From an optimization exercise on the open Yosys and OpenROAD flow, aimed at small area, a short achievable clock period and few clock cycles; shortcuts taken in it are not production practice.
Function was checked by simulation only, so behaviour that the tests miss may differ from the original.
Power figures rest on the tool's default switching activity, not on a simulated workload.

==> design.v <==
package lampFPU_pkg;
	parameter LAMP_FLOAT_DW		=	16;
	parameter LAMP_FLOAT_S_DW 	=	1;
	parameter LAMP_FLOAT_E_DW 	=	8;
	parameter LAMP_FLOAT_F_DW 	=	7;
	parameter LAMP_INTEGER_DW	=	32;
	parameter LAMP_INTEGER_S_DW	=	1;
	parameter LAMP_INTEGER_F_DW	=	31;
	parameter LAMP_FLOAT_E_BIAS	=	(2 ** (LAMP_FLOAT_E_DW - 1)) - 1;
	parameter LAMP_FLOAT_E_MAX	=	(2 ** LAMP_FLOAT_E_DW) - 1;
	parameter INF				=	15'h7f80;
	parameter ZERO				=	15'h0000;
	parameter SNAN				=	15'h7fbf;
	parameter QNAN				=	15'h7fc0;
	parameter PLUS_INF			=	16'h7f80;
	parameter MINUS_INF			=	16'hff80;
	parameter PLUS_ZERO			=	16'h0000;
	parameter MINUS_ZERO		=	16'h8000;
	parameter INF_E_F			=	15'b111111110000000;  
	parameter SNAN_E_F			=	15'b111111110111111;  
	parameter QNAN_E_F			=	15'b111111111000000;  
	parameter ZERO_E_F			=	15'b000000000000000;  
	parameter LAMP_APPROX_DW	=	4;
	parameter LAMP_PREC_DW		=	8;
	parameter LAMP_APPROX_MULS	=	$clog2 ((LAMP_FLOAT_DW+1)/LAMP_APPROX_DW);
	typedef enum logic
	{
		FPU_RNDMODE_NEAREST		=	'd0,
		FPU_RNDMODE_TRUNCATE	=	'd1
	} rndModeFPU_t;
	typedef enum logic[3:0]
	{
		FPU_IDLE	= 4'd0,
		FPU_I2F		= 4'd1,
		FPU_F2I		= 4'd2,
		FPU_ADD		= 4'd3,
		FPU_SUB		= 4'd4,
		FPU_MUL		= 4'd5,
		FPU_DIV		= 4'd6,
		FPU_EQ		= 4'd7,
		FPU_LT		= 4'd8,
		FPU_LE		= 4'd9,
		FPU_SQRT    = 4'd10,
		FPU_INVSQRT = 4'd11
	} opcodeFPU_t;
endpackage
	localparam logic [127:0] DIVR_B0 = 128'h00000000000000000000000000000000;
	localparam logic [127:0] DIVR_B1 = 128'h00000000000000000000000000000000;
	localparam logic [127:0] DIVR_B2 = 128'h00000000000000000000000000000000;
	localparam logic [127:0] DIVR_B3 = 128'h00aaaa00aaaa00aa00aa00aa0000aaaa;
	localparam logic [127:0] DIVR_B4 = 128'h00666600666600660066006600006666;
	localparam logic [127:0] DIVR_B5 = 128'h001e1eaa1e1e001eaa1e001eaa001e1e;
	localparam logic [127:0] DIVR_B6 = 128'h00fe0166ab54005466fe00fe6600abfe;
	localparam logic [127:0] DIVR_B7 = 128'h0001ff1e66cdaa981eab00541eaa99fe;
	localparam logic [127:0] DIVR_B8 = 128'h00aaaafe4b6966e0ab660067ab6687fe;
	localparam logic [127:0] DIVR_B9 = 128'h00666654738e1e55cce1aa87661e2a54;
	localparam logic [127:0] DIVR_B10 = 128'h001e1ecdd6a5ab66f0e066524bfe6667;
	localparam logic [127:0] DIVR_B11 = 128'haaab54969b36338700e01e3126ab4b87;
	localparam logic [127:0] DIVR_B12 = 128'h6666cdb2496d6952aa4aab5a4b338c07;
	localparam logic [127:0] DIVR_B13 = 128'h1e1e3c71c71ce73199d99936d9695aad;
	localparam logic [127:0] DIVR_B14 = 128'h01fe03f03f03e0f0783878f1c718c663;
	localparam logic [127:0] DIVR_B15 = 128'h0001fff000ffe00ff807f80fc0f83e1f;
	localparam logic [127:0] DIVR_B16 = 128'h0000000fffffe00007fff8003ff801ff;
	localparam logic [127:0] DIVR_B17 = 128'h0000000000001ffffffff8000007ffff;
	localparam logic [127:0] DIVR_B18 = 128'h0000000000000000000007ffffffffff;
	localparam logic [127:0] DIVR_B19 = 128'hffffffffffffffffffffffffffffffff;
	localparam logic [511:0] SQRT_B0 = 512'hfffffffffffffffffffffffffffffffceffffffffffefffffffbfeffffffffffffffffffffbffefffffffffffffffffcffffffffffdffffffffffdffffffffff;
	localparam logic [511:0] SQRT_B1 = 512'h4b4b5ad5aad55554ab52d24d998e3c0026664c9b24da49696b56aa5552a94b6cb696d2d2d2d6b4ad6a56ad56aa55555655555556aab55ab56a5294b496db6db2;
	localparam logic [511:0] SQRT_B2 = 512'hc738c63399cccccd99364924b4a56aaa1e1e3c78e3c638e718ce66333664d92538e71ce31ce738ce7398ce67339999989999999b33266cd9b364d926db6db6db;
	localparam logic [511:0] SQRT_B3 = 512'h3f07c1f0783c3c3c78f1c71c739ce66601fe03f81fc1f81f07c1e1f0f1e3c71c3f07e0fc1f07c0f07c1f0f87c3e1e1e0e1e1e1e3c3c78f1e3c78e1c71c71c71c;
	localparam logic [511:0] SQRT_B4 = 512'hff003ff007fc03fc07f03f03f07c1e1e0001fff8003ff800ffc01ff00fe03f03c007ff001ff800ff801ff007fc01fe00fe01fe03fc07f01fc07f01f81f81f81f;
	localparam logic [511:0] SQRT_B5 = 512'h00fffff00003fffc000fff000ffc01fe00000007fffff800003ffff0001fff000007ffffe00000ffffe00007fffe0000fffe0003fff8001fff8001ffe001ffe0;
	localparam logic [511:0] SQRT_B6 = 512'hfffffff000000003ffffff000003fffe00000000000007fffffffff0000000fffff80000000000fffffffff800000000fffffffc0000001ffffffe000001ffff;
	localparam logic [511:0] SQRT_B7 = 512'hfffffff000000000000000fffffffffe00000000000000000000000fffffffffffffffffffffff000000000000000000ffffffffffffffe0000000000001ffff;
	localparam logic [511:0] SQRT_B8 = 512'h0000000ffffffffffffffffffffffffe0000000000000000000000000000000000000000000000000000000000000000fffffffffffffffffffffffffffe0000;
	localparam logic [511:0] SQRT_B9 = 512'hfffffffffffffffffffffffffffffffe0000000000000000000000000000000000000000000000000000000000000000ffffffffffffffffffffffffffffffff;
import lampFPU_pkg::*;
module lampFPU_top (
	clk, rst,
	flush_i, padv_i,
	opcode_i, rndMode_i, op1_i, op2_i,
	result_o, isResultValid_o, isReady_o
);
	localparam logic [127:0] DIVR_B0 = 128'h00000000000000000000000000000000;
	localparam logic [127:0] DIVR_B1 = 128'h00000000000000000000000000000000;
	localparam logic [127:0] DIVR_B2 = 128'h00000000000000000000000000000000;
	localparam logic [127:0] DIVR_B3 = 128'h00aaaa00aaaa00aa00aa00aa0000aaaa;
	localparam logic [127:0] DIVR_B4 = 128'h00666600666600660066006600006666;
	localparam logic [127:0] DIVR_B5 = 128'h001e1eaa1e1e001eaa1e001eaa001e1e;
	localparam logic [127:0] DIVR_B6 = 128'h00fe0166ab54005466fe00fe6600abfe;
	localparam logic [127:0] DIVR_B7 = 128'h0001ff1e66cdaa981eab00541eaa99fe;
	localparam logic [127:0] DIVR_B8 = 128'h00aaaafe4b6966e0ab660067ab6687fe;
	localparam logic [127:0] DIVR_B9 = 128'h00666654738e1e55cce1aa87661e2a54;
	localparam logic [127:0] DIVR_B10 = 128'h001e1ecdd6a5ab66f0e066524bfe6667;
	localparam logic [127:0] DIVR_B11 = 128'haaab54969b36338700e01e3126ab4b87;
	localparam logic [127:0] DIVR_B12 = 128'h6666cdb2496d6952aa4aab5a4b338c07;
	localparam logic [127:0] DIVR_B13 = 128'h1e1e3c71c71ce73199d99936d9695aad;
	localparam logic [127:0] DIVR_B14 = 128'h01fe03f03f03e0f0783878f1c718c663;
	localparam logic [127:0] DIVR_B15 = 128'h0001fff000ffe00ff807f80fc0f83e1f;
	localparam logic [127:0] DIVR_B16 = 128'h0000000fffffe00007fff8003ff801ff;
	localparam logic [127:0] DIVR_B17 = 128'h0000000000001ffffffff8000007ffff;
	localparam logic [127:0] DIVR_B18 = 128'h0000000000000000000007ffffffffff;
	localparam logic [127:0] DIVR_B19 = 128'hffffffffffffffffffffffffffffffff;
	localparam logic [511:0] SQRT_B0 = 512'hfffffffffffffffffffffffffffffffceffffffffffefffffffbfeffffffffffffffffffffbffefffffffffffffffffcffffffffffdffffffffffdffffffffff;
	localparam logic [511:0] SQRT_B1 = 512'h4b4b5ad5aad55554ab52d24d998e3c0026664c9b24da49696b56aa5552a94b6cb696d2d2d2d6b4ad6a56ad56aa55555655555556aab55ab56a5294b496db6db2;
	localparam logic [511:0] SQRT_B2 = 512'hc738c63399cccccd99364924b4a56aaa1e1e3c78e3c638e718ce66333664d92538e71ce31ce738ce7398ce67339999989999999b33266cd9b364d926db6db6db;
	localparam logic [511:0] SQRT_B3 = 512'h3f07c1f0783c3c3c78f1c71c739ce66601fe03f81fc1f81f07c1e1f0f1e3c71c3f07e0fc1f07c0f07c1f0f87c3e1e1e0e1e1e1e3c3c78f1e3c78e1c71c71c71c;
	localparam logic [511:0] SQRT_B4 = 512'hff003ff007fc03fc07f03f03f07c1e1e0001fff8003ff800ffc01ff00fe03f03c007ff001ff800ff801ff007fc01fe00fe01fe03fc07f01fc07f01f81f81f81f;
	localparam logic [511:0] SQRT_B5 = 512'h00fffff00003fffc000fff000ffc01fe00000007fffff800003ffff0001fff000007ffffe00000ffffe00007fffe0000fffe0003fff8001fff8001ffe001ffe0;
	localparam logic [511:0] SQRT_B6 = 512'hfffffff000000003ffffff000003fffe00000000000007fffffffff0000000fffff80000000000fffffffff800000000fffffffc0000001ffffffe000001ffff;
	localparam logic [511:0] SQRT_B7 = 512'hfffffff000000000000000fffffffffe00000000000000000000000fffffffffffffffffffffff000000000000000000ffffffffffffffe0000000000001ffff;
	localparam logic [511:0] SQRT_B8 = 512'h0000000ffffffffffffffffffffffffe0000000000000000000000000000000000000000000000000000000000000000fffffffffffffffffffffffffffe0000;
	localparam logic [511:0] SQRT_B9 = 512'hfffffffffffffffffffffffffffffffe0000000000000000000000000000000000000000000000000000000000000000ffffffffffffffffffffffffffffffff;
input									clk;
input									rst;
input									flush_i;
input									padv_i;
input			[3:0]					opcode_i;
input									rndMode_i;
input			[LAMP_INTEGER_DW-1:0]	op1_i;
input			[LAMP_FLOAT_DW-1:0]		op2_i;
output	logic	[LAMP_INTEGER_DW-1:0]	result_o;
output	logic							isResultValid_o;
output	logic							isReady_o;
	logic			accept;
	assign accept		= ~isResultValid_o & (opcode_i != FPU_IDLE) & ~flush_i;
	assign isReady_o	= (opcode_i == FPU_IDLE) | isResultValid_o;
	always_ff @(posedge clk)
	begin
		if (rst)
			isResultValid_o	<=	1'b0;
		else if (isResultValid_o)
			isResultValid_o	<=	~padv_i;
		else
			isResultValid_o	<=	accept;
	end
	logic			s1, s2;
	logic	[7:0]	e1, e2;
	logic	[6:0]	f1, f2;
	logic			isInf1, isDN1, isZ1, isSN1, isQN1, isNaN1;
	logic			isInf2, isDN2, isZ2, isSN2, isQN2, isNaN2;
	logic	[8:0]	E1, E2;		 
	logic	[7:0]	F1, F2;		 
	logic	[2:0]	nlz1, nlz2;
	logic	[7:0]	N1, N2;		 
	function automatic logic [2:0] lzc8(input logic [7:0] x);
		casez (x)
			8'b1???????: lzc8 = 3'd0;
			8'b01??????: lzc8 = 3'd1;
			8'b001?????: lzc8 = 3'd2;
			8'b0001????: lzc8 = 3'd3;
			8'b00001???: lzc8 = 3'd4;
			8'b000001??: lzc8 = 3'd5;
			8'b0000001?: lzc8 = 3'd6;
			8'b00000001: lzc8 = 3'd7;
			default:     lzc8 = 3'd0;
		endcase
	endfunction
	always_comb
	begin
		{s1, e1, f1}	= op1_i[15:0];
		{s2, e2, f2}	= op2_i;
		isInf1	= (&e1) & ~(|f1);
		isDN1	= ~(|e1) & (|f1);
		isZ1	= ~(|op1_i[14:0]);
		isSN1	= (&e1) & ~f1[6] & (|f1[5:0]);
		isQN1	= (&e1) & f1[6];
		isNaN1	= isSN1 | isQN1;
		isInf2	= (&e2) & ~(|f2);
		isDN2	= ~(|e2) & (|f2);
		isZ2	= ~(|op2_i[14:0]);
		isSN2	= (&e2) & ~f2[6] & (|f2[5:0]);
		isQN2	= (&e2) & f2[6];
		isNaN2	= isSN2 | isQN2;
		E1		= {1'b0, e1[7:1], e1[0] | isDN1};
		E2		= {1'b0, e2[7:1], e2[0] | isDN2};
		F1		= {~isDN1 & ~isZ1, f1};
		F2		= {~isDN2 & ~isZ2, f2};
		nlz1	= lzc8(F1);
		nlz2	= lzc8(F2);
		N1		= F1 << nlz1;
		N2		= F2 << nlz2;
	end
	logic	isAdd, isSub, isMul, isDiv, isSqrt, isInvSqrt, isF2i, isI2f, isEq, isLt, isLe;
	assign isI2f		= opcode_i == FPU_I2F;
	assign isF2i		= opcode_i == FPU_F2I;
	assign isAdd		= opcode_i == FPU_ADD;
	assign isSub		= opcode_i == FPU_SUB;
	assign isMul		= opcode_i == FPU_MUL;
	assign isDiv		= opcode_i == FPU_DIV;
	assign isEq			= opcode_i == FPU_EQ;
	assign isLt			= opcode_i == FPU_LT;
	assign isLe			= opcode_i == FPU_LE;
	assign isSqrt		= opcode_i == FPU_SQRT;
	assign isInvSqrt	= opcode_i == FPU_INVSQRT;
	logic			as_gt, as_doSub, as_sticky, as_sInit;
	logic	[8:0]	as_ediff, as_eInit;
	logic	[10:0]	as_rhs, as_rhsSh;
	logic	[11:0]	as_noSh, as_comp, as_sum, as_fInit;
	logic			as_specNaN, as_specSign;
	always_comb
	begin
		as_gt		= {E1, F1} > {E2, F2};
		as_ediff	= as_gt ? (E1 - E2) : (E2 - E1);
		as_rhs		= as_gt ? {F2, 3'b0} : {F1, 3'b0};
		as_noSh		= as_gt ? {1'b0, F1, 3'b0} : {1'b0, F2, 3'b0};
		as_rhsSh	= as_rhs >> as_ediff;
		case (as_ediff)
			9'd0, 9'd1, 9'd2:	as_sticky = 1'b0;
			9'd3, 9'd4:			as_sticky = as_rhs[3];
			9'd5:				as_sticky = |as_rhs[4:3];
			9'd6:				as_sticky = |as_rhs[5:3];
			9'd7:				as_sticky = |as_rhs[6:3];
			9'd8:				as_sticky = |as_rhs[7:3];
			9'd9:				as_sticky = |as_rhs[8:3];
			default:			as_sticky = |as_rhs[9:3];
		endcase
		as_rhsSh[0]	= as_rhsSh[0] | as_sticky;
		as_doSub	= isSub ^ s1 ^ s2;
		as_comp		= as_doSub ? ({1'b0, as_rhsSh} ^ 12'hfff) + 12'd1 : {1'b0, as_rhsSh};
		as_sum		= as_noSh + as_comp;
		as_eInit	= as_gt ? E1 : E2;
		as_sInit	= as_gt ? s1 : (s2 ^ isSub);
		as_fInit	= as_doSub ? {1'b0, as_sum[10:0]} : as_sum;
		as_specNaN	= isNaN1 | isNaN2 | (isInf1 & isInf2 & (s1 ^ s2 ^ isSub));
		if (isNaN1)
			as_specSign	= s1;
		else if (isNaN2)
			as_specSign	= s2;
		else if (isInf1 & isInf2 & (s1 ^ s2 ^ isSub))
			as_specSign	= 1'b1;
		else if (isInf1)
			as_specSign	= s1;
		else
			as_specSign	= s2 ^ isSub;
	end
	logic	[9:0]	md_et, md_en;
	logic	[19:0]	md_b;
	logic	[27:0]	md_x;
	logic	[15:0]	md_m0;
	logic	[19:0]	dv_r;
	logic	[6:0]	dv_idx;
	assign dv_idx = N2[6:0];
	assign dv_r = {DIVR_B19[dv_idx], DIVR_B18[dv_idx], DIVR_B17[dv_idx], DIVR_B16[dv_idx],
				DIVR_B15[dv_idx], DIVR_B14[dv_idx], DIVR_B13[dv_idx], DIVR_B12[dv_idx],
				DIVR_B11[dv_idx], DIVR_B10[dv_idx], DIVR_B9[dv_idx], DIVR_B8[dv_idx],
				DIVR_B7[dv_idx], DIVR_B6[dv_idx], DIVR_B5[dv_idx], DIVR_B4[dv_idx],
				DIVR_B3[dv_idx], DIVR_B2[dv_idx], DIVR_B1[dv_idx], DIVR_B0[dv_idx]};
	always_comb
	begin
		if (isDiv)
			md_et	= 10'd127 + {1'b0, E1} + nlz2 - nlz1 - {1'b0, E2};
		else
			md_et	= {1'b0, E1} + {1'b0, E2} - 10'd127 - nlz1 - nlz2;
		md_en	= 10'd0 - md_et;
		md_b	= isDiv ? dv_r : {12'b0, N2};
		md_x	= N1 * md_b;
		md_m0	= isDiv ? {1'b0, md_x[27:13]} : md_x[15:0];
	end
	logic	[9:0]	sq_d;
	logic	[7:0]	sq_epre, sq_e;
	logic	[9:0]	sq_t;
	logic	[8:0]	sq_idx;
	assign sq_idx = {isInvSqrt, E1[0] & ~nlz1[0], N1[6:0]};
	assign sq_t = {SQRT_B9[sq_idx], SQRT_B8[sq_idx], SQRT_B7[sq_idx], SQRT_B6[sq_idx], SQRT_B5[sq_idx],
				SQRT_B4[sq_idx], SQRT_B3[sq_idx], SQRT_B2[sq_idx], SQRT_B1[sq_idx], SQRT_B0[sq_idx]};
	always_comb
	begin
		sq_d	= {1'b0, E1} - nlz1;
		sq_epre	= isInvSqrt ? (8'd190 - sq_d[8:1]) : (8'd64 + sq_d[8:1]);
		sq_e	= sq_epre - sq_t[9];
	end
	logic			fi_isSR;
	logic	[4:0]	fi_sr, fi_sl;
	logic	[34:0]	fi_ext, fi_sh;
	logic			fi_sticky, fi_addOne, fi_sign;
	always_comb
	begin
		fi_sr	= '0;
		fi_sl	= '0;
		fi_isSR	= 1'b0;
		if (E1 < 9'd103)
		begin
			fi_sr	= 5'd31;
			fi_isSR	= 1'b1;
		end
		else if (E1 < 9'd134)
		begin
			fi_sr	= 5'(9'd134 - E1);
			fi_isSR	= 1'b1;
		end
		else if (E1 < 9'd158 || (s1 && E1 == 9'd158 && F1 == 8'h80))
			fi_sl	= 5'(E1 - 9'd134);
		fi_ext	= {24'b0, F1, 3'b0};
		fi_sh	= fi_isSR ? (fi_ext >> fi_sr) : (fi_ext << fi_sl);
		case (fi_sr)
			5'd0, 5'd1:	fi_sticky = 1'b0;
			5'd2:		fi_sticky = fi_sh[3];
			5'd3:		fi_sticky = |fi_sh[4:3];
			5'd4:		fi_sticky = |fi_sh[5:3];
			5'd5:		fi_sticky = |fi_sh[6:3];
			5'd6:		fi_sticky = |fi_sh[7:3];
			5'd7:		fi_sticky = |fi_sh[8:3];
			5'd8:		fi_sticky = |fi_sh[9:3];
			default:	fi_sticky = 1'b0;
		endcase
		fi_addOne	= ~rndMode_i & ((fi_sh[3] & fi_sh[2]) | (fi_sh[2] & fi_sticky));
		fi_sign		= s1 & ~isNaN1;
	end
	logic	cm_eq, cm_lt, cm_res, cm_nan, cm_zz;
	always_comb
	begin
		cm_nan	= isNaN1 | isNaN2;
		cm_zz	= isZ1 & isZ2;
		cm_eq	= ~cm_nan & (cm_zz | (op1_i[15:0] == op2_i));
		cm_lt	= ~cm_nan & ~cm_zz & (
					(s1 & ~s2) |
					(~s1 & ~s2 & (op1_i[14:0] < op2_i[14:0])) |
					(s1 & s2 & (op1_i[14:0] > op2_i[14:0])));
		if (isEq)
			cm_res	= cm_eq;
		else if (isLt)
			cm_res	= cm_lt;
		else
			cm_res	= cm_eq | cm_lt;
	end
	logic			c_as, c_md, c_i2f, c_sq, c_f2i, c_cmp;
	logic			c_as_r, c_md_r, c_i2f_r, c_sq_r, c_f2i_r, c_cmp_r;
	logic			isDiv_r, rnd_r;
	logic			sp, spSign, spZero, spNaN;
	logic			sp_r, spSign_r, spZero_r, spNaN_r;
	logic			s_n, s_r;
	logic	[9:0]	e_n, e_r;
	logic	[31:0]	d_n, d_r;
	logic			md_under, md_zero, md_ge255, md_ge256;
	logic	[3:0]	md_sh;
	logic			md_under_r, md_zero_r, md_ge255_r, md_ge256_r;
	logic	[3:0]	md_sh_r;
	logic			fi_neg_r, fi_inc_r;
	always_comb
	begin
		c_as	= isAdd | isSub;
		c_md	= isMul | isDiv;
		c_i2f	= isI2f;
		c_sq	= isSqrt | isInvSqrt;
		c_f2i	= isF2i;
		c_cmp	= isEq | isLt | isLe;
		md_under	= isDiv ? ~md_en[9] : md_et[9];
		md_zero		= md_en > 10'd11;
		md_sh		= md_en[3:0] + 4'd1;
		md_ge255	= md_et >= 10'd255;
		md_ge256	= md_et >= 10'd256;
		sp		= 1'b0;
		spSign	= 1'b0;
		spZero	= 1'b0;
		spNaN	= 1'b0;
		s_n		= 1'b0;
		e_n		= '0;
		d_n		= '0;
		if (c_as)
		begin
			sp		= isInf1 | isInf2 | isNaN1 | isNaN2;
			spSign	= as_specSign;
			spNaN	= as_specNaN;
			s_n		= as_sInit;
			e_n		= {1'b0, as_eInit};
			d_n		= {20'b0, as_fInit};
		end
		else if (c_md)
		begin
			sp		= isZ1 | isZ2 | isInf1 | isInf2 | isNaN1 | isNaN2;
			if (isNaN1)
			begin
				spSign	= s1;
				spNaN	= 1'b1;
			end
			else if (isNaN2)
			begin
				spSign	= s2;
				spNaN	= 1'b1;
			end
			else if (isMul)
			begin
				if ((isZ1 & isInf2) | (isInf1 & isZ2))
				begin
					spSign	= 1'b1;
					spNaN	= 1'b1;
				end
				else
				begin
					spSign	= s1 ^ s2;
					spZero	= isZ1 | isZ2;
				end
			end
			else
			begin
				spSign	= s1 ^ s2;
				spNaN	= (isZ1 & isZ2) | (isInf1 & isInf2);
				spZero	= ~spNaN & (isZ1 | isInf2);
			end
			s_n		= s1 ^ s2;
			e_n		= md_et;
			d_n		= {16'b0, md_m0};
		end
		else if (c_sq)
		begin
			sp		= isZ1 | s1 | isInf1 | isNaN1;
			if (isZ1)
			begin
				spSign	= s1;
				spZero	= isSqrt;
			end
			else if (s1)
			begin
				spSign	= 1'b1;
				spNaN	= 1'b1;
			end
			else if (isInf1)
			begin
				spSign	= s1;
				spZero	= isInvSqrt;
			end
			else
			begin
				spSign	= 1'b1;
				spNaN	= 1'b1;
			end
			s_n		= s1;
			e_n		= {2'b0, sq_e};
			d_n		= {23'b0, sq_t[8:0]};
		end
		else if (c_i2f)
		begin
			sp		= ~(|op1_i);
			spZero	= 1'b1;
			s_n		= op1_i[31];
			d_n		= (op1_i ^ {32{op1_i[31]}}) + {31'b0, op1_i[31]};
		end
		else if (c_f2i)
			d_n		= fi_sh[34:3];
		else
			d_n		= {31'b0, cm_res};
	end
	always_ff @(posedge clk)
	begin
		if (accept)
		begin
			c_as_r		<=	c_as;
			c_md_r		<=	c_md;
			c_i2f_r		<=	c_i2f;
			c_sq_r		<=	c_sq;
			c_f2i_r		<=	c_f2i;
			c_cmp_r		<=	c_cmp;
			isDiv_r		<=	isDiv;
			rnd_r		<=	rndMode_i;
			sp_r		<=	sp;
			spSign_r	<=	spSign;
			spZero_r	<=	spZero;
			spNaN_r		<=	spNaN;
			s_r			<=	s_n;
			e_r			<=	e_n;
			d_r			<=	d_n;
			md_under_r	<=	md_under;
			md_zero_r	<=	md_zero;
			md_sh_r		<=	md_sh;
			md_ge255_r	<=	md_ge255;
			md_ge256_r	<=	md_ge256;
			fi_neg_r	<=	fi_sign;
			fi_inc_r	<=	fi_sign ^ fi_addOne;
		end
	end
	logic	[11:0]	as_fi, as_f;
	logic	[8:0]	as_ei, as_e;
	logic	[3:0]	as_lsa;
	always_comb
	begin
		as_fi	= d_r[11:0];
		as_ei	= e_r[8:0];
		casez (as_fi)
			12'b1???????????: as_lsa = 4'd0;
			12'b01??????????: as_lsa = 4'd0;
			12'b001?????????: as_lsa = 4'd1;
			12'b0001????????: as_lsa = 4'd2;
			12'b00001???????: as_lsa = 4'd3;
			12'b000001??????: as_lsa = 4'd4;
			12'b0000001?????: as_lsa = 4'd5;
			12'b00000001????: as_lsa = 4'd6;
			12'b000000001???: as_lsa = 4'd7;
			12'b0000000001??: as_lsa = 4'd8;
			12'b00000000001?: as_lsa = 4'd9;
			12'b000000000001: as_lsa = 4'd10;
			default:          as_lsa = 4'd0;
		endcase
		if (as_fi[11])
		begin
			if (as_ei == 9'd254)
			begin
				as_e	= 9'd255;
				as_f	= '0;
			end
			else
			begin
				as_e	= as_ei + 9'd1;
				as_f	= {1'b0, as_fi[11:1]};
			end
		end
		else if (as_fi[10])
		begin
			as_f	= {as_fi[11:2], as_fi[1] | as_fi[0], 1'b0};
			as_e	= as_ei;
		end
		else if (as_fi == '0)
		begin
			as_e	= '0;
			as_f	= '0;
		end
		else if (as_ei > {5'b0, as_lsa})
		begin
			as_e	= as_ei - as_lsa;
			as_f	= as_fi << as_lsa;
		end
		else
		begin
			as_e	= '0;
			as_f	= as_fi << (as_ei[3:0] - 4'd1);
		end
	end
	logic	[15:0]	md_m;
	logic	[9:0]	md_e;
	logic			md_ls, md_st;
	logic	[11:0]	md_fi, md_f;
	logic	[8:0]	md_e9;
	always_comb
	begin
		md_ls	= isDiv_r & ~d_r[14];
		if (md_under_r)
		begin
			md_m	= md_zero_r ? 16'b0 : (d_r[15:0] >> md_sh_r);
			md_e	= '0;
		end
		else if (md_ge255_r & (~md_ls | md_ge256_r))
		begin
			md_m	= '0;
			md_e	= '1;
		end
		else
		begin
			md_m	= d_r[15:0] << md_ls;
			md_e	= e_r - md_ls;
		end
		md_st		= |md_m[2:0];
		md_fi		= md_m[15:4];
		md_fi[0]	= md_fi[0] | md_st;
		if (md_fi[11])
		begin
			if (md_e == 10'd254)
			begin
				md_e9	= 9'd255;
				md_f	= '0;
			end
			else
			begin
				md_e9	= md_e[8:0] + 9'd1;
				md_f	= {1'b0, md_fi[11:1]};
			end
		end
		else if (md_e != '0)
		begin
			md_f	= {md_fi[11:2], md_fi[1] | md_fi[0], 1'b0};
			md_e9	= md_e[8:0];
		end
		else if (md_fi[10])
		begin
			md_e9	= '1;
			md_f	= md_fi;
		end
		else
		begin
			md_e9	= '0;
			md_f	= md_fi;
		end
		md_f[1]	= md_f[1] | md_st;
		md_f[0]	= md_st;
	end
	logic	[31:0]	if_norm;
	logic	[4:0]	if_lz;
	function automatic logic [4:0] lzc32(input logic [31:0] x);
		logic [4:0] n;
		n = 5'd31;
		for (int k = 0; k < 32; k++)
			if (x[k])
				n = 5'd31 - k[4:0];
		lzc32 = n;
	endfunction
	always_comb
	begin
		if_lz	= lzc32(d_r);
		if_norm	= d_r << if_lz;
	end
	logic	[7:0]	r_e;
	logic	[8:0]	r_f;			 
	logic			r_up;
	logic	[6:0]	r_frac;
	always_comb
	begin
		if (c_as_r)
		begin
			r_e		= as_e[7:0];
			r_f		= as_f[9:1];
		end
		else if (c_md_r)
		begin
			r_e		= md_e9[7:0];
			r_f		= md_f[9:1];
		end
		else if (c_sq_r)
		begin
			r_e		= e_r[7:0];
			r_f		= d_r[8:0];
		end
		else
		begin
			r_e		= 8'd158 - if_lz;
			r_f		= {if_norm[30:23], |if_norm[22:0]};
		end
		r_up	= ~rnd_r & r_f[1] & (r_f[0] | r_f[2]);
		if (r_up & ~(&r_f[5:2]))
			r_frac	= {r_f[8:6], r_f[5:2] + 4'd1};
		else
			r_frac	= r_f[8:2];
		if (c_f2i_r)
			result_o	= (d_r ^ {32{fi_neg_r}}) + {31'b0, fi_inc_r};
		else if (c_cmp_r)
			result_o	= {31'b0, d_r[0]};
		else if (sp_r)
			result_o	= {16'b0, spSign_r, {8{~spZero_r}}, spNaN_r, 6'b0};
		else
			result_o	= {16'b0, s_r, r_e, r_frac};
	end
endmodule
==> run.sh <==
#!/bin/bash
# synth_recipe.tcl (not shown) runs the flow's synth.tcl, then flattens the netlist and writes it again
# the make line also repeats each setting of config.mk as NAME=value (left out here)
make -C /OpenROAD-flow-scripts/flow DESIGN_CONFIG=/design/flow/config.mk WORK_HOME=/design/flow/orfs CLKGATE_MAP_FILE= SYNTH_SCRIPT=/design/flow/synth_recipe.tcl finish
==> config.mk <==
export PLATFORM = sky130hd
export DESIGN_NAME = lampFPU_top
export DESIGN_NICKNAME = lampFPU_top
export VERILOG_FILES = /design/flow/design.v
export SDC_FILE = /design/flow/constraint.sdc
export NUM_CORES = 4
export LEC_CHECK = 0
export CAP_MARGIN = 20
export CORE_MARGIN = 2
export CORE_UTILIZATION = 40
export SLEW_MARGIN = 20
==> constraint.sdc <==
create_clock -name core_clock -period 15.0 [get_ports {clk}]
set_input_delay 3.0000 -clock core_clock [delete_from_list [all_inputs] [get_ports {clk}]]
set_output_delay 3.0000 -clock core_clock [all_outputs]
set_load 0.01 [all_outputs]
==> flow_summary.ini, run 1 <==
[clock_tree]
clock_sinks = 65
htreeDepth = 3
path_clk_slew_ps = 70
post_cts_buffers = 0
cts_buffers = 9
clk_root_buffer_cell = clkbuf_16
cts_tree = done
cts_hold_repair.buffers = 0
ctsResizeCount = 0
clk_latency_ps = 380
ctsLongestPathBuffers = 2

[global_routing]
grt_pass1_wl_um = 193000
grt_max_degree = 66
track_usage_pct = 32.9
grt_pass1_vias = 31600
grt-ovfl-total = 0
antenna_found_initial = 0

[final_layout]
largest_register_ffs = 32
fin_util_pct = 42.7
top_regs = d_r: 32 flops, e_r: 10 flops, md_sh_r: 4 flops
largest_register = d_r
post-route-cell-area_um2 = 30400
syn_to_final_growth_pct = 6.04
final_cells = 5000
nNetsFinal = 4403
drive_above_1_share_pct = 6.40

[critical_path]
crit_type = in -> reg
worst_setup_path_start_kind = primary input
cpPeakStageDelay_ps = 750
crit_fanout = 15
critPathRequiredTime_ps = 15120
r2r_end = e_r[8]
r2r_start = isResultValid_o
r2r_cells = 3
crit_path_frequent_cell = o21ai_0
r2r_setup_slack_ps = 13280
critical_path_arrival_ps = 13030
critical_path.top_delay_family = compound AO/OA/AOI/OAI gates
cp.buffers_inverters = 6
slowest_stage = ha_1
cp-end-kind = flip-flop

[drt]
wl_um = 126000
vias = 33400
route.detailed.drc = 0
first_pass_iters = 7
routedWlPerCell_um = 25.1
viasPerCell = 6.68
ant_nets = 0
drt_iter0_drc = 4662

[synthesis]
synth_area_leaders = fa_1, ha_1, edfxtp_1
ys_ff_latch = 65
synthCells = 4204
synth_area_um2 = 28700
synth-edff-count = 64
synth_nets = 4563
synth_top_area_share_pct = 9.08
ys.warnings.count = 1
synth-main-ff-cell = edfxtp_1
yosysSeqAreaShare_pct = 6.77
synth.largest_area_cell = fa_1
synth.distinct_cells = 126
synth-async-reset-ratio_pct = 0
syn_area_per_cell_um2 = 6.82

[timing]
worstMarginPinSlew_ps = 1040
fin_hold_ws_ps = 530
maxSlewViolCount = 0
fmax_ghz = 0.0775
final.setup.tns_ps = 0
hold_viol = 0
setup-violations-final = 0
finalCriticalPeriod_ps = 12910
period_share_pct = 86.1
fin_skew_ps = 13.1
relSlewSlack_pct = 30.6
rsz0062_at_grt = false

[min_path]
hold_depth = 2
hold_path.class = reg -> reg
hp-start = isResultValid_o
whs_endpoint = isResultValid_o

[place]
globalplace.congestion = 1.01
place_hpwl_um = 93900
io_buffer_count = 90
dpl.cell_count = 4982
dpl_cell_area_um2 = 30000

[die]
fp-row-count = 98
start_util_pct = 40.2
dieHeight_um = 272
dieArea_um2 = 73800
core_area_um2 = 71200
die_x_um = 272
ios = 91

[power_and_ir_drop]
power.leakage_uw = 0.0117
ir_worst_vdd_v = 0.0000617
p_per_area_nw_per_um2 = 66.8

[status]
status = no timing/DRC/antenna violations

[flow_run]
maxCapViolCount = 0
-- cells in the mapped netlist, types with 12 or more instances --
cell,count
nand2_1,376
mux2_2,23
o32ai_1,23
o31ai_1,30
nor2_1,488
a311oi_1,16
xnor2_1,115
nand3_1,138
nor3_1,130
a21o_1,32
ha_1,172
a22oi_1,27
a32oi_1,18
a21oi_1,342
o221ai_1,40
buf_1,37
or3_1,35
inv_1,266
a211oi_1,70
o22ai_1,92
o21bai_1,16
and3_1,27
a31oi_1,66
clkinv_1,14
and2_1,26
o2111ai_1,20
xor2_1,53
o21ai_1,12
a221oi_1,38
or2_2,25
o31a_1,15
nor4_1,39
clkbuf_1,229
fa_1,130
or4_1,14
a211o_1,24
o21ai_0,296
nor2b_1,32
nand2b_1,45
o211ai_1,80
edfxtp_1,64
o21a_1,19
nand4_1,32
mux2i_1,90
buf_2,72
-- per-layer routing --
metal	vias to the layer above	routed length, µm	global-route usage [%]
met5	-	0	0
met4	0	8570	19.0
met3	476	12200	5.78
met2	2108	56000	53.0
met1	15700	48800	41.3
li1	15100	-	-
-- power by group --
group / switching, µW / internal [µW]
Sequential: 44.2 / 226
Combinational: 954 / 542
Clock: 99.4 / 164
Total: 1100 / 931
-- final cells by class --
class	count	area [µm²]
fillers	7564	40800
multi-input cells	3501	24300
flip-flops and latches	65	1940
repair buffers	182	1590
well taps	950	1190
inverters	285	1070
clock buffers	9	225
clock inverters	7	125
diodes	1	2.50
-- cells in the final DEF (no fill, tap or decap), drive strengths merged, types with 67 or more instances in the layout --
cell / Yosys / final
a211oi: 73 / 73
a21oi: 345 / 345
a31oi: 67 / 67
buf: 124 / 92
clkdlybuf4s50: 0 / 89
fa: 130 / 130
ha: 172 / 172
inv: 271 / 273
mux2i: 92 / 92
nand2: 379 / 379
nand3: 138 / 138
nor2: 494 / 494
nor3: 132 / 132
o211ai: 82 / 82
o21ai: 310 / 310
o22ai: 92 / 92
xnor2: 115 / 115
-- worst max path at each step --
stage          startpoint       to  slack (ps)  cells after the start
2_1_floorplan    op2_i[0]  d_r[11]        3960                     35
3_3_place_gp     op2_i[8]  d_r[11]        2120                     35
3_5_place_dp     op2_i[0]  d_r[14]        1790                     36
4_1_cts          op2_i[0]  d_r[14]        2170                     36
5_1_grt          op2_i[0]  d_r[14]        1160                     36
6_report         op2_i[0]  d_r[14]        2090                     36
-- logic make-up after synthesis --
family | Yosys count | share of synthesized area (%)
simple gates | 1466 | 24.0
compound gates | 1438 | 33.5
buf+inv | 638 | 8.93
fa+ha+maj | 302 | 16.6
xor+xnor | 168 | 5.13
mux | 127 | 5.08
flops | 65 | 6.77
-- per-stage QoR --
stage | power, µW | setup WS [ps]
after floorplan | 1300 | 3960
after global placement | 1720 | 2120
after detailed placement | 1710 | 1790
after CTS | 1980 | 2170
after global routing | 2170 | 1160
final | 2030 | 2090
-- worst register-to-register path, cell delays in order, from the launching register on --
cell and delay [ps]:
dfxtp_1 320, a21o_1 190, nor2_4 70, buf_4 680
Testbench counts, summed over its fixed seeds: cycles 19,192.
==> run 2, diff against run 1 <==
--- a/design.v
+++ b/design.v
@@ -125,14 +125,28 @@
 	logic			accept;
 	assign accept		= ~isResultValid_o & (opcode_i != FPU_IDLE) & ~flush_i;
 	assign isReady_o	= (opcode_i == FPU_IDLE) | isResultValid_o;
+	logic			dv_pend;
+	logic			isDivOp;
+	assign isDivOp		= opcode_i == FPU_DIV;
 	always_ff @(posedge clk)
 	begin
 		if (rst)
+		begin
 			isResultValid_o	<=	1'b0;
+			dv_pend			<=	1'b0;
+		end
 		else if (isResultValid_o)
 			isResultValid_o	<=	~padv_i;
+		else if (dv_pend)
+		begin
+			isResultValid_o	<=	1'b1;
+			dv_pend			<=	1'b0;
+		end
 		else
-			isResultValid_o	<=	accept;
+		begin
+			isResultValid_o	<=	accept & ~isDivOp;
+			dv_pend			<=	accept & isDivOp;
+		end
 	end
 	logic			s1, s2;
 	logic	[7:0]	e1, e2;
@@ -174,8 +188,8 @@
 		isNaN2	= isSN2 | isQN2;
 		E1		= {1'b0, e1[7:1], e1[0] | isDN1};
 		E2		= {1'b0, e2[7:1], e2[0] | isDN2};
-		F1		= {~isDN1 & ~isZ1, f1};
-		F2		= {~isDN2 & ~isZ2, f2};
+		F1		= {|e1, f1};		 
+		F2		= {|e2, f2};
 		nlz1	= lzc8(F1);
 		nlz2	= lzc8(F2);
 		N1		= F1 << nlz1;
@@ -196,12 +210,15 @@
 	logic			as_gt, as_doSub, as_sticky, as_sInit;
 	logic	[8:0]	as_ediff, as_eInit;
 	logic	[10:0]	as_rhs, as_rhsSh;
-	logic	[11:0]	as_noSh, as_comp, as_sum, as_fInit;
+	logic	[11:0]	as_noSh, as_sum, as_fInit;
+	logic	[12:0]	as_sum13;
+	logic			as_eGt;
 	logic			as_specNaN, as_specSign;
 	always_comb
 	begin
-		as_gt		= {E1, F1} > {E2, F2};
-		as_ediff	= as_gt ? (E1 - E2) : (E2 - E1);
+		as_eGt		= E1 > E2;
+		as_gt		= as_eGt | ((E1 == E2) & (F1 > F2));
+		as_ediff	= as_eGt ? (E1 - E2) : (E2 - E1);
 		as_rhs		= as_gt ? {F2, 3'b0} : {F1, 3'b0};
 		as_noSh		= as_gt ? {1'b0, F1, 3'b0} : {1'b0, F2, 3'b0};
 		as_rhsSh	= as_rhs >> as_ediff;
@@ -217,8 +234,8 @@
 		endcase
 		as_rhsSh[0]	= as_rhsSh[0] | as_sticky;
 		as_doSub	= isSub ^ s1 ^ s2;
-		as_comp		= as_doSub ? ({1'b0, as_rhsSh} ^ 12'hfff) + 12'd1 : {1'b0, as_rhsSh};
-		as_sum		= as_noSh + as_comp;
+		as_sum13	= {as_noSh, 1'b1} + {{1'b0, as_rhsSh} ^ {12{as_doSub}}, as_doSub};
+		as_sum		= as_sum13[12:1];
 		as_eInit	= as_gt ? E1 : E2;
 		as_sInit	= as_gt ? s1 : (s2 ^ isSub);
 		as_fInit	= as_doSub ? {1'b0, as_sum[10:0]} : as_sum;
@@ -237,7 +254,6 @@
 	logic	[9:0]	md_et, md_en;
 	logic	[19:0]	md_b;
 	logic	[27:0]	md_x;
-	logic	[15:0]	md_m0;
 	logic	[19:0]	dv_r;
 	logic	[6:0]	dv_idx;
 	assign dv_idx = N2[6:0];
@@ -246,16 +262,27 @@
 				DIVR_B11[dv_idx], DIVR_B10[dv_idx], DIVR_B9[dv_idx], DIVR_B8[dv_idx],
 				DIVR_B7[dv_idx], DIVR_B6[dv_idx], DIVR_B5[dv_idx], DIVR_B4[dv_idx],
 				DIVR_B3[dv_idx], DIVR_B2[dv_idx], DIVR_B1[dv_idx], DIVR_B0[dv_idx]};
+	logic	[19:0]	dv_r_r;
+	logic	[3:0]	md_nlzs;
+	logic	[9:0]	md_kmu, md_kdu;
+	logic	[4:0]	md_k;
+	logic	[29:0]	md_v;
+	always_ff @(posedge clk)
+		if (~dv_pend)
+			dv_r_r	<=	dv_r;
 	always_comb
 	begin
-		if (isDiv)
+		if (dv_pend)
 			md_et	= 10'd127 + {1'b0, E1} + nlz2 - nlz1 - {1'b0, E2};
 		else
 			md_et	= {1'b0, E1} + {1'b0, E2} - 10'd127 - nlz1 - nlz2;
 		md_en	= 10'd0 - md_et;
-		md_b	= isDiv ? dv_r : {12'b0, N2};
-		md_x	= N1 * md_b;
-		md_m0	= isDiv ? {1'b0, md_x[27:13]} : md_x[15:0];
+		md_b	= dv_pend ? dv_r_r : {12'b0, F2};
+		md_x	= F1 * md_b;
+		md_v	= dv_pend ? {2'b0, md_x} : {md_x[15:0], 14'b0};
+		md_nlzs	= nlz1 + nlz2;
+		md_kmu	= 10'd142 - {1'b0, E1} - {1'b0, E2};
+		md_kdu	= {1'b0, E2} - {1'b0, E1} - nlz2 - 10'd113;
 	end
 	logic	[9:0]	sq_d;
 	logic	[7:0]	sq_epre, sq_e;
@@ -268,7 +295,6 @@
 	begin
 		sq_d	= {1'b0, E1} - nlz1;
 		sq_epre	= isInvSqrt ? (8'd190 - sq_d[8:1]) : (8'd64 + sq_d[8:1]);
-		sq_e	= sq_epre - sq_t[9];
 	end
 	logic			fi_isSR;
 	logic	[4:0]	fi_sr, fi_sl;
@@ -333,9 +359,8 @@
 	logic	[9:0]	e_n, e_r;
 	logic	[31:0]	d_n, d_r;
 	logic			md_under, md_zero, md_ge255, md_ge256;
-	logic	[3:0]	md_sh;
 	logic			md_under_r, md_zero_r, md_ge255_r, md_ge256_r;
-	logic	[3:0]	md_sh_r;
+	logic	[4:0]	md_k_r;
 	logic			fi_neg_r, fi_inc_r;
 	always_comb
 	begin
@@ -345,9 +370,12 @@
 		c_sq	= isSqrt | isInvSqrt;
 		c_f2i	= isF2i;
 		c_cmp	= isEq | isLt | isLe;
-		md_under	= isDiv ? ~md_en[9] : md_et[9];
+		md_under	= dv_pend ? ~md_en[9] : md_et[9];
 		md_zero		= md_en > 10'd11;
-		md_sh		= md_en[3:0] + 4'd1;
+		if (md_under)
+			md_k	= dv_pend ? md_kdu[4:0] : md_kmu[4:0];
+		else
+			md_k	= dv_pend ? (5'd13 - nlz1) : (5'd14 - md_nlzs);
 		md_ge255	= md_et >= 10'd255;
 		md_ge256	= md_et >= 10'd256;
 		sp		= 1'b0;
@@ -356,7 +384,6 @@
 		spNaN	= 1'b0;
 		s_n		= 1'b0;
 		e_n		= '0;
-		d_n		= '0;
 		if (c_as)
 		begin
 			sp		= isInf1 | isInf2 | isNaN1 | isNaN2;
@@ -364,7 +391,6 @@
 			spNaN	= as_specNaN;
 			s_n		= as_sInit;
 			e_n		= {1'b0, as_eInit};
-			d_n		= {20'b0, as_fInit};
 		end
 		else if (c_md)
 		begin
@@ -400,7 +426,6 @@
 			end
 			s_n		= s1 ^ s2;
 			e_n		= md_et;
-			d_n		= {16'b0, md_m0};
 		end
 		else if (c_sq)
 		begin
@@ -426,24 +451,24 @@
 				spNaN	= 1'b1;
 			end
 			s_n		= s1;
-			e_n		= {2'b0, sq_e};
-			d_n		= {23'b0, sq_t[8:0]};
+			e_n		= {2'b0, sq_epre};
 		end
 		else if (c_i2f)
 		begin
 			sp		= ~(|op1_i);
 			spZero	= 1'b1;
 			s_n		= op1_i[31];
-			d_n		= (op1_i ^ {32{op1_i[31]}}) + {31'b0, op1_i[31]};
 		end
-		else if (c_f2i)
-			d_n		= fi_sh[34:3];
-		else
-			d_n		= {31'b0, cm_res};
+		d_n		= ({32{c_as}} & {20'b0, as_fInit})
+				| ({32{c_md}} & {2'b0, md_v})
+				| ({32{c_sq}} & {22'b0, sq_t})
+				| ({32{c_i2f}} & ((op1_i ^ {32{op1_i[31]}}) + {31'b0, op1_i[31]}))
+				| ({32{c_f2i}} & fi_sh[34:3])
+				| ({32{c_cmp}} & {31'b0, cm_res});
 	end
 	always_ff @(posedge clk)
 	begin
-		if (accept)
+		if (~isResultValid_o)
 		begin
 			c_as_r		<=	c_as;
 			c_md_r		<=	c_md;
@@ -451,7 +476,7 @@
 			c_sq_r		<=	c_sq;
 			c_f2i_r		<=	c_f2i;
 			c_cmp_r		<=	c_cmp;
-			isDiv_r		<=	isDiv;
+			isDiv_r		<=	dv_pend;
 			rnd_r		<=	rndMode_i;
 			sp_r		<=	sp;
 			spSign_r	<=	spSign;
@@ -462,7 +487,7 @@
 			d_r			<=	d_n;
 			md_under_r	<=	md_under;
 			md_zero_r	<=	md_zero;
-			md_sh_r		<=	md_sh;
+			md_k_r		<=	md_k;
 			md_ge255_r	<=	md_ge255;
 			md_ge256_r	<=	md_ge256;
 			fi_neg_r	<=	fi_sign;
@@ -525,17 +550,18 @@
 			as_f	= as_fi << (as_ei[3:0] - 4'd1);
 		end
 	end
-	logic	[15:0]	md_m;
+	logic	[15:0]	md_m, md_msh;
 	logic	[9:0]	md_e;
 	logic			md_ls, md_st;
 	logic	[11:0]	md_fi, md_f;
 	logic	[8:0]	md_e9;
 	always_comb
 	begin
-		md_ls	= isDiv_r & ~d_r[14];
+		md_msh	= 16'(d_r[29:0] >> md_k_r);
+		md_ls	= isDiv_r & ~md_msh[14];
 		if (md_under_r)
 		begin
-			md_m	= md_zero_r ? 16'b0 : (d_r[15:0] >> md_sh_r);
+			md_m	= md_zero_r ? 16'b0 : md_msh;
 			md_e	= '0;
 		end
 		else if (md_ge255_r & (~md_ls | md_ge256_r))
@@ -545,7 +571,7 @@
 		end
 		else
 		begin
-			md_m	= d_r[15:0] << md_ls;
+			md_m	= md_ls ? {md_msh[14:0], 1'b0} : md_msh;
 			md_e	= e_r - md_ls;
 		end
 		md_st		= |md_m[2:0];
@@ -615,7 +641,7 @@
 		end
 		else if (c_sq_r)
 		begin
-			r_e		= e_r[7:0];
+			r_e		= e_r[7:0] - d_r[9];
 			r_f		= d_r[8:0];
 		end
 		else
==> flow_summary.ini, run 2 <==
[place]
globalplace.congestion = 1.01
dp_slack_ps = 3550
io_buffer_count = 90
place_hpwl_um = 90500

[drt]
viasPerCell = 6.61
wl_um = 120000
drt_iter0_drc = 4818
ant_nets = 0
first_pass_iters = 7
route.detailed.drc = 0
routedWlPerCell_um = 24.2
vias = 32900

[synthesis]
ys.warnings.count = 1
synth_top_area_share_pct = 8.82
synthCells = 4176
synth-main-ff-cell = edfxtp_1
synth.largest_area_cell = fa_1
synth-edff-count = 81
synth_area_leaders = fa_1, edfxtp_1, ha_1
synth.distinct_cells = 121
post-synth-top-count-cell = nand2_1
syn_area_per_cell_um2 = 7.12
ys_ff_latch = 83
synth-async-reset-ratio_pct = 0
yosysSeqAreaShare_pct = 8.32
synth_area_um2 = 29700
synthTopCellsByCount = nand2_1, nor2_1, a21oi_1
synth_nets = 4556

[final_layout]
top_regs = d_r: 32 flops, dv_r_r: 16 flops, e_r: 10 flops
fin_util_pct = 42.7
largest_register_ffs = 32
final_cell_mix = nand2_1, nor2_1, a21oi_1
largest_register = d_r
diodes = 0
layout_commonest_cell = nand2_1
nNetsFinal = 4398
drive_above_1_share_pct = 6.14
syn_to_final_growth_pct = 5.25
fillers = 7695

[critical_path]
crit_fanout = 46
cp-end-kind = flip-flop
critical_path_arrival_ps = 11320
r2r_cells = 24
r2r_end = d_r[27]
critPathRequiredTime_ps = 15120
r2r_setup_slack_ps = 8170
r2r_start = dv_pend
worst_setup_path_start_kind = primary input
crit_type = in -> reg
crit_start = op1_i[11]

[clock_tree]
ctsLongestPathBuffers = 2
clk_root_buffer_cell = clkbuf_16
cts_hold_repair.buffers = 0
clk_latency_ps = 380
path_clk_slew_ps = 70
clock_sinks = 83
post_cts_buffers = 0
cts_buffers = 9
htreeDepth = 3
cts_tree = done
ctsResizeCount = 0

[power_and_ir_drop]
power.leakage_uw = 0.0123
power.total_uw = 2870
clkPwrFrac_pct = 8.5
power.switching_uw = 1610
p_int_uw = 1260
combPwrFrac_pct = 77.2
p_per_area_nw_per_um2 = 91.7
ir_worst_vdd_v = 0.0000626
p_sw_share_pct = 56.0
p_seq_share_pct = 14.2

[timing]
hold_viol = 0
finalCriticalPeriod_ps = 11200
fin_hold_ws_ps = 597
setup-violations-final = 0
fin_skew_ps = 11.6
fin_ws_ps = 3800
maxSlewViolCount = 0
fmax_ghz = 0.0893
worstMarginPinSlew_ps = 1140
final.setup.tns_ps = 0
period_share_pct = 74.7
relSlewSlack_pct = 22.8
rsz0062_at_grt = false

[die]
dieHeight_um = 277
dieArea_um2 = 76500
core_area_um2 = 73300
die_x_um = 277
ios = 91
fp-row-count = 99
start_util_pct = 40.5

[min_path]
hold_path.class = reg -> reg
whs_endpoint = dv_pend
hold_depth = 2
hp-start = isResultValid_o

[global_routing]
grt_pass1_vias = 30100
grt-ovfl-total = 0
grt_max_degree = 86
grt_pass1_wl_um = 183000
antenna_found_initial = 5
track_usage_pct = 30.1

[status]
status = no timing/DRC/antenna violations

[flow_run]
maxCapViolCount = 0
[run 2: worst max-delay path by stage]
stage,end,slack [ps]
2_1_floorplan,md_k_r[2],5830
3_3_place_gp,d_r[10],3820
3_5_place_dp,d_r[10],3550
4_1_cts,d_r[10],3950
5_1_grt,d_r[10],3300
6_report,d_r[10],3800
[run 2: per-stage QoR]
stage               area (µm²)  cells
CTS                      31300   4981
floorplan                29700   4176
detailed placement       31000   4965
global placement         31000   4965
global route             31300   4982
finish                   31300   4982
[run 2: area by class of cell]
| cell class | count | area, µm² | share of cell area (%) |
|---|---|---|---|
| sequential | 83 | 2480 | 7.91 |
| clock buffer | 9 | 225 | 0.720 |
| clock inverter | 7 | 87.6 | 0.280 |
| multi-input combinational | 3493 | 24800 | 79.4 |
| inverter | 264 | 998 | 3.19 |
| tap | 959 | 1200 | 3.83 |
| timing repair buffer | 167 | 1470 | 4.70 |
[run 2: cell families after synthesis]
group / after synthesis / share of synthesized area, %
flops: 83 / 8.32
simple gates: 1456 / 23.2
buf+inv: 600 / 8.32
fa+ha+maj: 325 / 17.0
mux: 183 / 7.72
compound gates: 1345 / 30.0
xor+xnor: 184 / 5.42
[run 2: power groups by stage]
stage / clock (µW) / combinational, µW / sequential, µW
3_5_place_dp: 0 / 2150 / 408
4_1_cts: 251 / 2160 / 404
2_1_floorplan: 0 / 1600 / 332
6_report: 245 / 2220 / 408
3_3_place_gp: 0 / 2150 / 408
5_1_grt: 258 / 2400 / 413
[run 2: critical path, cell delays in order]
cell             delay (ps)
clkdlybuf4s50_1         730
or4_4                   660
nor3b_4                 460
nand2_1                 200
nand2_1                 430
inv_1                   260
ha_1                    560
and3_1                  510
o211a_4                 270
o21ai_0                 150
nand2_2                 710
mux2i_1                 290
o21ai_0                 320
nand2_1                  80
o21ai_0                  90
inv_1                    90
o32a_1                  180
nor3b_1                 200
a31oi_1                  70
o22a_1                  250
ha_1                    320
nand3b_1                170
or4b_4                  510
a21oi_2                 230
and4_1                  240
a2111oi_2                60
mux2i_1                 170
o21ai_1                  70
[run 2: per-layer routing]
layer	global-route usage [%]	share of wire, %	vias to the layer above
met5	0	0.041	-
met4	11.6	4.3	8
met3	4.46	9.1	292
met2	46.8	44	1922
met1	41.9	42	15700
li1	-	-	15000
Testbench counts of run 2, summed over its fixed seeds: cycles 20,075.
==> run 3, diff against run 2 <==
--- a/config.mk
+++ b/config.mk
@@ -5,7 +5,9 @@
 export SDC_FILE = /design/flow/constraint.sdc
 export NUM_CORES = 4
 export LEC_CHECK = 0
+export ABC_AREA = 1
 export CAP_MARGIN = 20
 export CORE_MARGIN = 2
 export CORE_UTILIZATION = 40
+export SETUP_SLACK_MARGIN = 5
 export SLEW_MARGIN = 20
==> flow_summary.ini, run 3 <==
[drt]
first_pass_iters = 7
routed.top_layer = met4
ant_nets = 0
routedWlPerCell_um = 20.8
drt_iter0_drc = 3805
wl_met1_um = 48200
routed-wl-met2_um = 49600
wl_met3_um = 9320
vias = 31300
route.detailed.drc = 0
wl_um = 111000
viasPerCell = 5.86

[timing]
finalCriticalPeriod_ps = 9530
period_share_pct = 63.6
fin_hold_ws_ps = 532
fin_ws_ps = 5470
worstMarginPinSlew_ps = 1240
rsz0062_at_grt = true
fmax_ghz = 0.105
final.setup.tns_ps = 0
fin_skew_ps = 10.9
hold_viol = 0
maxSlewViolCount = 0
setup-violations-final = 0
relSlewSlack_pct = 16.9

[clock_tree]
clock_sinks = 83
cts_buffers = 9
clk_latency_ps = 380
cts_tree = done
clk_root_buffer_cell = clkbuf_16
ctsLongestPathBuffers = 2
path_clk_slew_ps = 70
htreeDepth = 3

[critical_path]
r2r_cells = 35
critical_path.top_delay_family = simple AND/OR/NAND/NOR gates
r2r_start = dv_pend
r2r_end = d_r[26]
cp_num_cells = 34
crit_start = d_r[9]
crit_fanout = 20
crit_path_frequent_cell = nand2_1
critical_path_arrival_ps = 6530
worst_setup_path_start_kind = flip-flop
crit_type = reg -> out
slowest_stage = edfxtp_1
cp-end-kind = output port
cpPeakStageDelay_ps = 630
r2r_setup_slack_ps = 7820
crit_path_end = result_o[0]
cp.buffers_inverters = 5
critPathRequiredTime_ps = 12000

[power_and_ir_drop]
power.leakage_uw = 0.0134
power.total_uw = 2690
power.switching_uw = 1580
p_int_uw = 1110
ir_worst_vdd_v = 0.0000603
clkPwrFrac_pct = 8.6
combPwrFrac_pct = 77.0
p_per_area_nw_per_um2 = 92.2
p_seq_share_pct = 14.4
p_sw_share_pct = 58.8

[synthesis]
yosysSeqAreaShare_pct = 9.02
synthCells = 4503
synth_top_area_share_pct = 14.1
synth_nets = 4883
synth_area_leaders = nand2_1, fa_1, edfxtp_1
synth.distinct_cells = 87
ys_ff_latch = 83
synth-edff-count = 81
synthTopCellsByCount = nand2_1, inv_1, nor2_1
synth_area_um2 = 27400
synth.largest_area_cell = nand2_1
post-synth-top-count-cell = nand2_1
synth-async-reset-ratio_pct = 0
ys.warnings.count = 1
syn_area_per_cell_um2 = 6.09
synth-main-ff-cell = edfxtp_1

[die]
dieHeight_um = 266
die_x_um = 266
dieArea_um2 = 70600
core_area_um2 = 67500
fp-row-count = 95
ios = 91
start_util_pct = 40.6

[final_layout]
drive_above_1_share_pct = 5.48
syn_to_final_growth_pct = 6.40
top_regs = d_r: 32 flops, dv_r_r: 16 flops, e_r: 10 flops
largest_register = d_r
nNetsFinal = 4848
area.sequential_um2 = 2470
fin_util_pct = 43.2
final_cell_mix = nand2_1, inv_1, nor2_1
layout_commonest_cell = nand2_1
largest_register_ffs = 32
fillers = 7406
multi_input_area_um2 = 21600

[min_path]
hold_path.class = reg -> reg
hold_depth = 2

[global_routing]
track_usage_pct = 30.9
grt-ovfl-total = 0
grt_max_degree = 67
grt_pass1_vias = 29600
grt_pass1_wl_um = 172000
antenna_found_initial = 2

[status]
status = no timing/DRC/antenna violations

[flow_run]
maxCapViolCount = 0

[place]
io_buffer_count = 90
dp_slack_ps = 4570
place_hpwl_um = 88700
globalplace.congestion = 1.02
[run 3: timing repair]
action / CTS / global route
pin swaps: 0 / 1
setup buffers: 0 / 7
hold buffers: 0 / 0
resized for setup: 1 / 23
gates cloned: 0 / 0
setup endpoints to repair: 1 / 28
[run 3: how the worst min path moves through the flow]
stage | end | slack, ps | from
floorplan | isDiv_r | 410 | dv_pend
global placement | dv_pend | 510 | isResultValid_o
detailed placement | dv_pend | 520 | isResultValid_o
CTS | dv_pend | 530 | isResultValid_o
global route | dv_pend | 570 | isResultValid_o
finish | dv_pend | 530 | isResultValid_o
[run 3: cells by family after synthesis]
logic type | synth area share (%)
AOI/OAI and AO/OA | 22.8
xor gates and xnor gates | 4.70
buffers and inverters | 12.3
and+or+nand+nor | 32.0
muxes | 0.767
DFF | 9.02
adders and majority gates | 18.3
[run 3: layer usage]
layer / up-vias / track usage, %
li1: 14900 / -
met1: 14600 / 43.1
met2: 1567 / 49.7
met3: 238 / 3.05
met4: 0 / 10.7
met5: - / 0
[run 3: per-stage QoR]
stage               instance area [µm²]  instances
floorplan                         27400       4503
global placement                  28800       5323
detailed placement                28800       5323
CTS                               29100       5338
global route                      29200       5346
finish                            29200       5347
[run 3: area by class of cell]
cell class	count	area share [%]
clock buffer	11	0.798
timing repair buffer	141	4.44
multi-input combinational	3592	74.0
inverter	641	8.32
clock inverter	4	0.180
antenna	2	0.0172
sequential	83	8.48
tap	873	3.75
[run 3: power by group through the flow]
stage          logic, µW  clock network (µW)  registers, µW
3_5_place_dp        2010                   0            391
2_1_floorplan       1490                   0            332
5_1_grt             2300                 241            392
4_1_cts             2020                 235            386
6_report            2070                 231            388
3_3_place_gp        2020                   0            391
[run 3: tightest hold or removal path, cell delays in order, from the launching register on]
cell,delay [ps]
dfxtp_1,350
nand2_1,80
a21oi_1,60
==> run 4, diff against run 3 <==
==> flow/run.sh (new file) <==
#!/bin/bash
set -euo pipefail
bash standard.sh SETUP_SLACK_MARGIN=8 finish > standard.log 2>&1
==> standard.sh (new file) <==
#!/bin/bash
# synth_recipe.tcl (not shown) runs the flow's synth.tcl, then flattens the netlist and writes it again
# the make line also repeats each setting of config.mk as NAME=value (left out here)
make -C /OpenROAD-flow-scripts/flow DESIGN_CONFIG=/design/flow/config.mk WORK_HOME=/design/flow/orfs CLKGATE_MAP_FILE= SYNTH_SCRIPT=/design/flow/synth_recipe.tcl "${@:-finish}"
removed: run.sh
==> flow_summary.ini, run 4 <==
[drt]
viasPerCell = 5.92
wl_um = 128000
vias = 34500
first_pass_iters = 6
route.detailed.drc = 0
routedWlPerCell_um = 21.9
drt_iter0_drc = 3819
ant_nets = 0

[critical_path]
crit_fanout = 6
cp-end-kind = flip-flop
crit_type = in -> reg
crit_path_frequent_cell = nor2_4
r2r_setup_slack_ps = 8270
critPathRequiredTime_ps = 15120
slowest_stage = fa_2
cpPeakStageDelay_ps = 390
critical_path_arrival_ps = 8620
worst_setup_path_start_kind = primary input

[timing]
fmax_ghz = 0.118
period_share_pct = 56.7
finalCriticalPeriod_ps = 8500
setup-violations-final = 0
worstMarginPinSlew_ps = 1250
relSlewSlack_pct = 15.9
fin_ws_ps = 6500
rsz0062_at_grt = true
maxSlewViolCount = 0
fin_skew_ps = 18.5
final.setup.tns_ps = 0
hold_viol = 0

[die]
die_x_um = 266
ios = 91
fp-row-count = 95
start_util_pct = 40.6
dieArea_um2 = 70600
core_area_um2 = 67500
dieHeight_um = 266

[synthesis]
synthCells = 4503
synth_top_area_share_pct = 14.1
ys.warnings.count = 1
synth_area_leaders = nand2_1, fa_1, edfxtp_1
yosysSeqAreaShare_pct = 9.02
synth.distinct_cells = 87
post-synth-top-count-cell = nand2_1
synth_area_um2 = 27400
synth.largest_area_cell = nand2_1
synth-edff-count = 81
syn_area_per_cell_um2 = 6.09
synth-main-ff-cell = edfxtp_1
synthTopCellsByCount = nand2_1, inv_1, nor2_1
synth_nets = 4883
ys_ff_latch = 83
synth-async-reset-ratio_pct = 0

[power_and_ir_drop]
p_per_area_nw_per_um2 = 98.7
ir_worst_vdd_v = 0.0000790
power.total_uw = 3610
power.leakage_uw = 0.0165

[clock_tree]
clock_sinks = 83
path_clk_slew_ps = 80
htreeDepth = 3
cts_hold_repair.buffers = 0
clk_root_buffer_cell = clkbuf_16
ctsLongestPathBuffers = 2
clk_latency_ps = 390
cts_tree = done
cts_buffers = 9

[final_layout]
drive_above_1_share_pct = 26.6
post-route-cell-area_um2 = 36600
final_cell_mix = nand2_1, inv_1, nor2_1
syn_to_final_growth_pct = 33.5
fin_util_pct = 54.2
largest_register_ffs = 32
layout_commonest_cell = nand2_1
nNetsFinal = 5325
largest_register = d_r
diodes = 0
top_regs = d_r: 32 flops, dv_r_r: 16 flops, e_r: 10 flops

[flow_run]
maxCapViolCount = 0

[place]
io_buffer_count = 90
dp_slack_ps = 4690
globalplace.congestion = 1.01
dpl_cell_area_um2 = 29100
place_hpwl_um = 89600

[status]
status = no timing/DRC/antenna violations

[min_path]
hold_path.class = reg -> reg

[global_routing]
track_usage_pct = 34.2
antenna_found_initial = 1
grt-ovfl-total = 0
grt_pass1_vias = 32200
grt_max_degree = 67
grt_pass1_wl_um = 190000
==> run 4: cell types whose count changed in the layout (fill, tap and decap cells not counted), moves of 59 or more <==
| cell | delta |
|---|---|
| o21ai_0 | -99 |
| nand2_2 | +59 |
| o21ai_2 | +60 |
| buf_4 | +344 |
| nor2_4 | +62 |
| nor2_1 | -97 |
| buf_6 | +102 |
| inv_1 | -73 |
| clkdlybuf4s50_1 | -59 |
| nand2_1 | -78 |
==> run 4: kinds of logic after synthesis <==
| logic type | synth area share [%] |
|---|---|
| adder cells (fa/ha/maj) | 18.3 |
| XOR/XNOR | 4.70 |
| multiplexers | 0.767 |
| buffers and inverters | 12.3 |
| flip-flops | 9.02 |
| AND/OR/NAND/NOR | 32.0 |
| AO/OA/AOI/OAI | 22.8 |
==> run 4: timing repair <==
| item | 4_1_cts | 5_1_grt |
|---|---|---|
| resized for setup | 777 | 394 |
| pin swaps | 242 | 250 |
| gates cloned | 11 | 2 |
| setup endpoints to repair | 97 | 96 |
| buffers inserted | 331 | 133 |
==> run 4: metrics by stage <==
step / cells / hold slack, ps
after floorplan: 4503 / 406
after global placement: 5330 / 519
after detailed placement: 5330 / 544
after CTS: 5688 / 557
after global routing: 5823 / 583
final: 5823 / 562
==> run 4: critical path: cells and delay by family <==
family | cells | cell delay [ps]
buffers and inverters | 13 | 1380
XOR/XNOR | 1 | 150
AND/OR/NAND/NOR | 14 | 1440
AO/OA/AOI/OAI | 9 | 1710
adder cells (fa/ha/maj) | 3 | 870
==> run 4: cell type report <==
class / count / area, µm²
multi-input cells: 3598 / 24700
clock inverters: 5 / 62.6
inverters: 641 / 2590
well taps: 873 / 1090
fillers: 6550 / 30900
repair inverters: 1 / 7.51
clock buffers: 11 / 233
flip-flops and latches: 83 / 2470
repair buffers: 611 / 5460
==> run 4: report_power, final <==
group / leakage [µW] / internal (µW) / switching (µW)
logic: 0.0154 / 1170 / 1820
clock network: 0.000136 / 130 / 112
registers: 0.000897 / 303 / 72.9
total: 0.0165 / 1610 / 2010
==> run 4: worst paths after layout <==
check,startpoint,to,depth (start not counted)
worst max-delay path,op1_i[12],d_r[10],40
worst max register to register,dv_pend,d_r[26],35
worst min-delay path,isResultValid_o,dv_pend,2
worst min register to register,isResultValid_o,dv_pend,2
==> run 4: metal layers <==
metal | routed length, µm | GRT usage (%) | up-vias
li1 | - | - | 15900
met1 | 51000 | 45.4 | 16000
met2 | 57400 | 55.6 | 2026
met3 | 11800 | 4.59 | 490
met4 | 7440 | 14.7 | 2
met5 | 13 | 0 | -

==> separate check: timing with driven ports <==
How much do the figures lean on ideal ports? The routed layouts below were timed once more, with nothing changed but the port constraints. Step 1 (the two cells are an assumption about what drives the block):
set clk [get_ports {clk}]
set_driving_cell -lib_cell sky130_fd_sc_hd__clkbuf_16 $clk
set_driving_cell -lib_cell sky130_fd_sc_hd__buf_2 [delete_from_list [all_inputs] $clk]
Step 2, shift: input delay + t, output delay - t, t = (earliest + latest rising clock arrival at the registers) / 2. This alone moves slack from input paths to output paths. Slacks: ideal ports / drivers / drivers and shift; pairs: ideal ports / drivers.
| run | t (ns) | slack for setup (ns) | worst register clock-pin slew, ns |
|---|---|---|---|
| run 1 | 0.426 | 2.090 / 2.123 / 1.697 | 0.07 / 0.07 |
| run 2 | 0.432 | 3.800 / 3.831 / 3.399 | 0.08 / 0.08 |
| run 3 | 0.426 | 5.466 / 5.416 / 5.143 | 0.07 / 0.07 |
| run 4 | 0.434 | 6.497 / 6.504 / 6.069 | 0.08 / 0.08 |
After both steps every run listed still meets setup and hold. The setup slack of run 4, which loses most, moves by +0.007 ns with the drivers and by -0.428 ns with both steps.
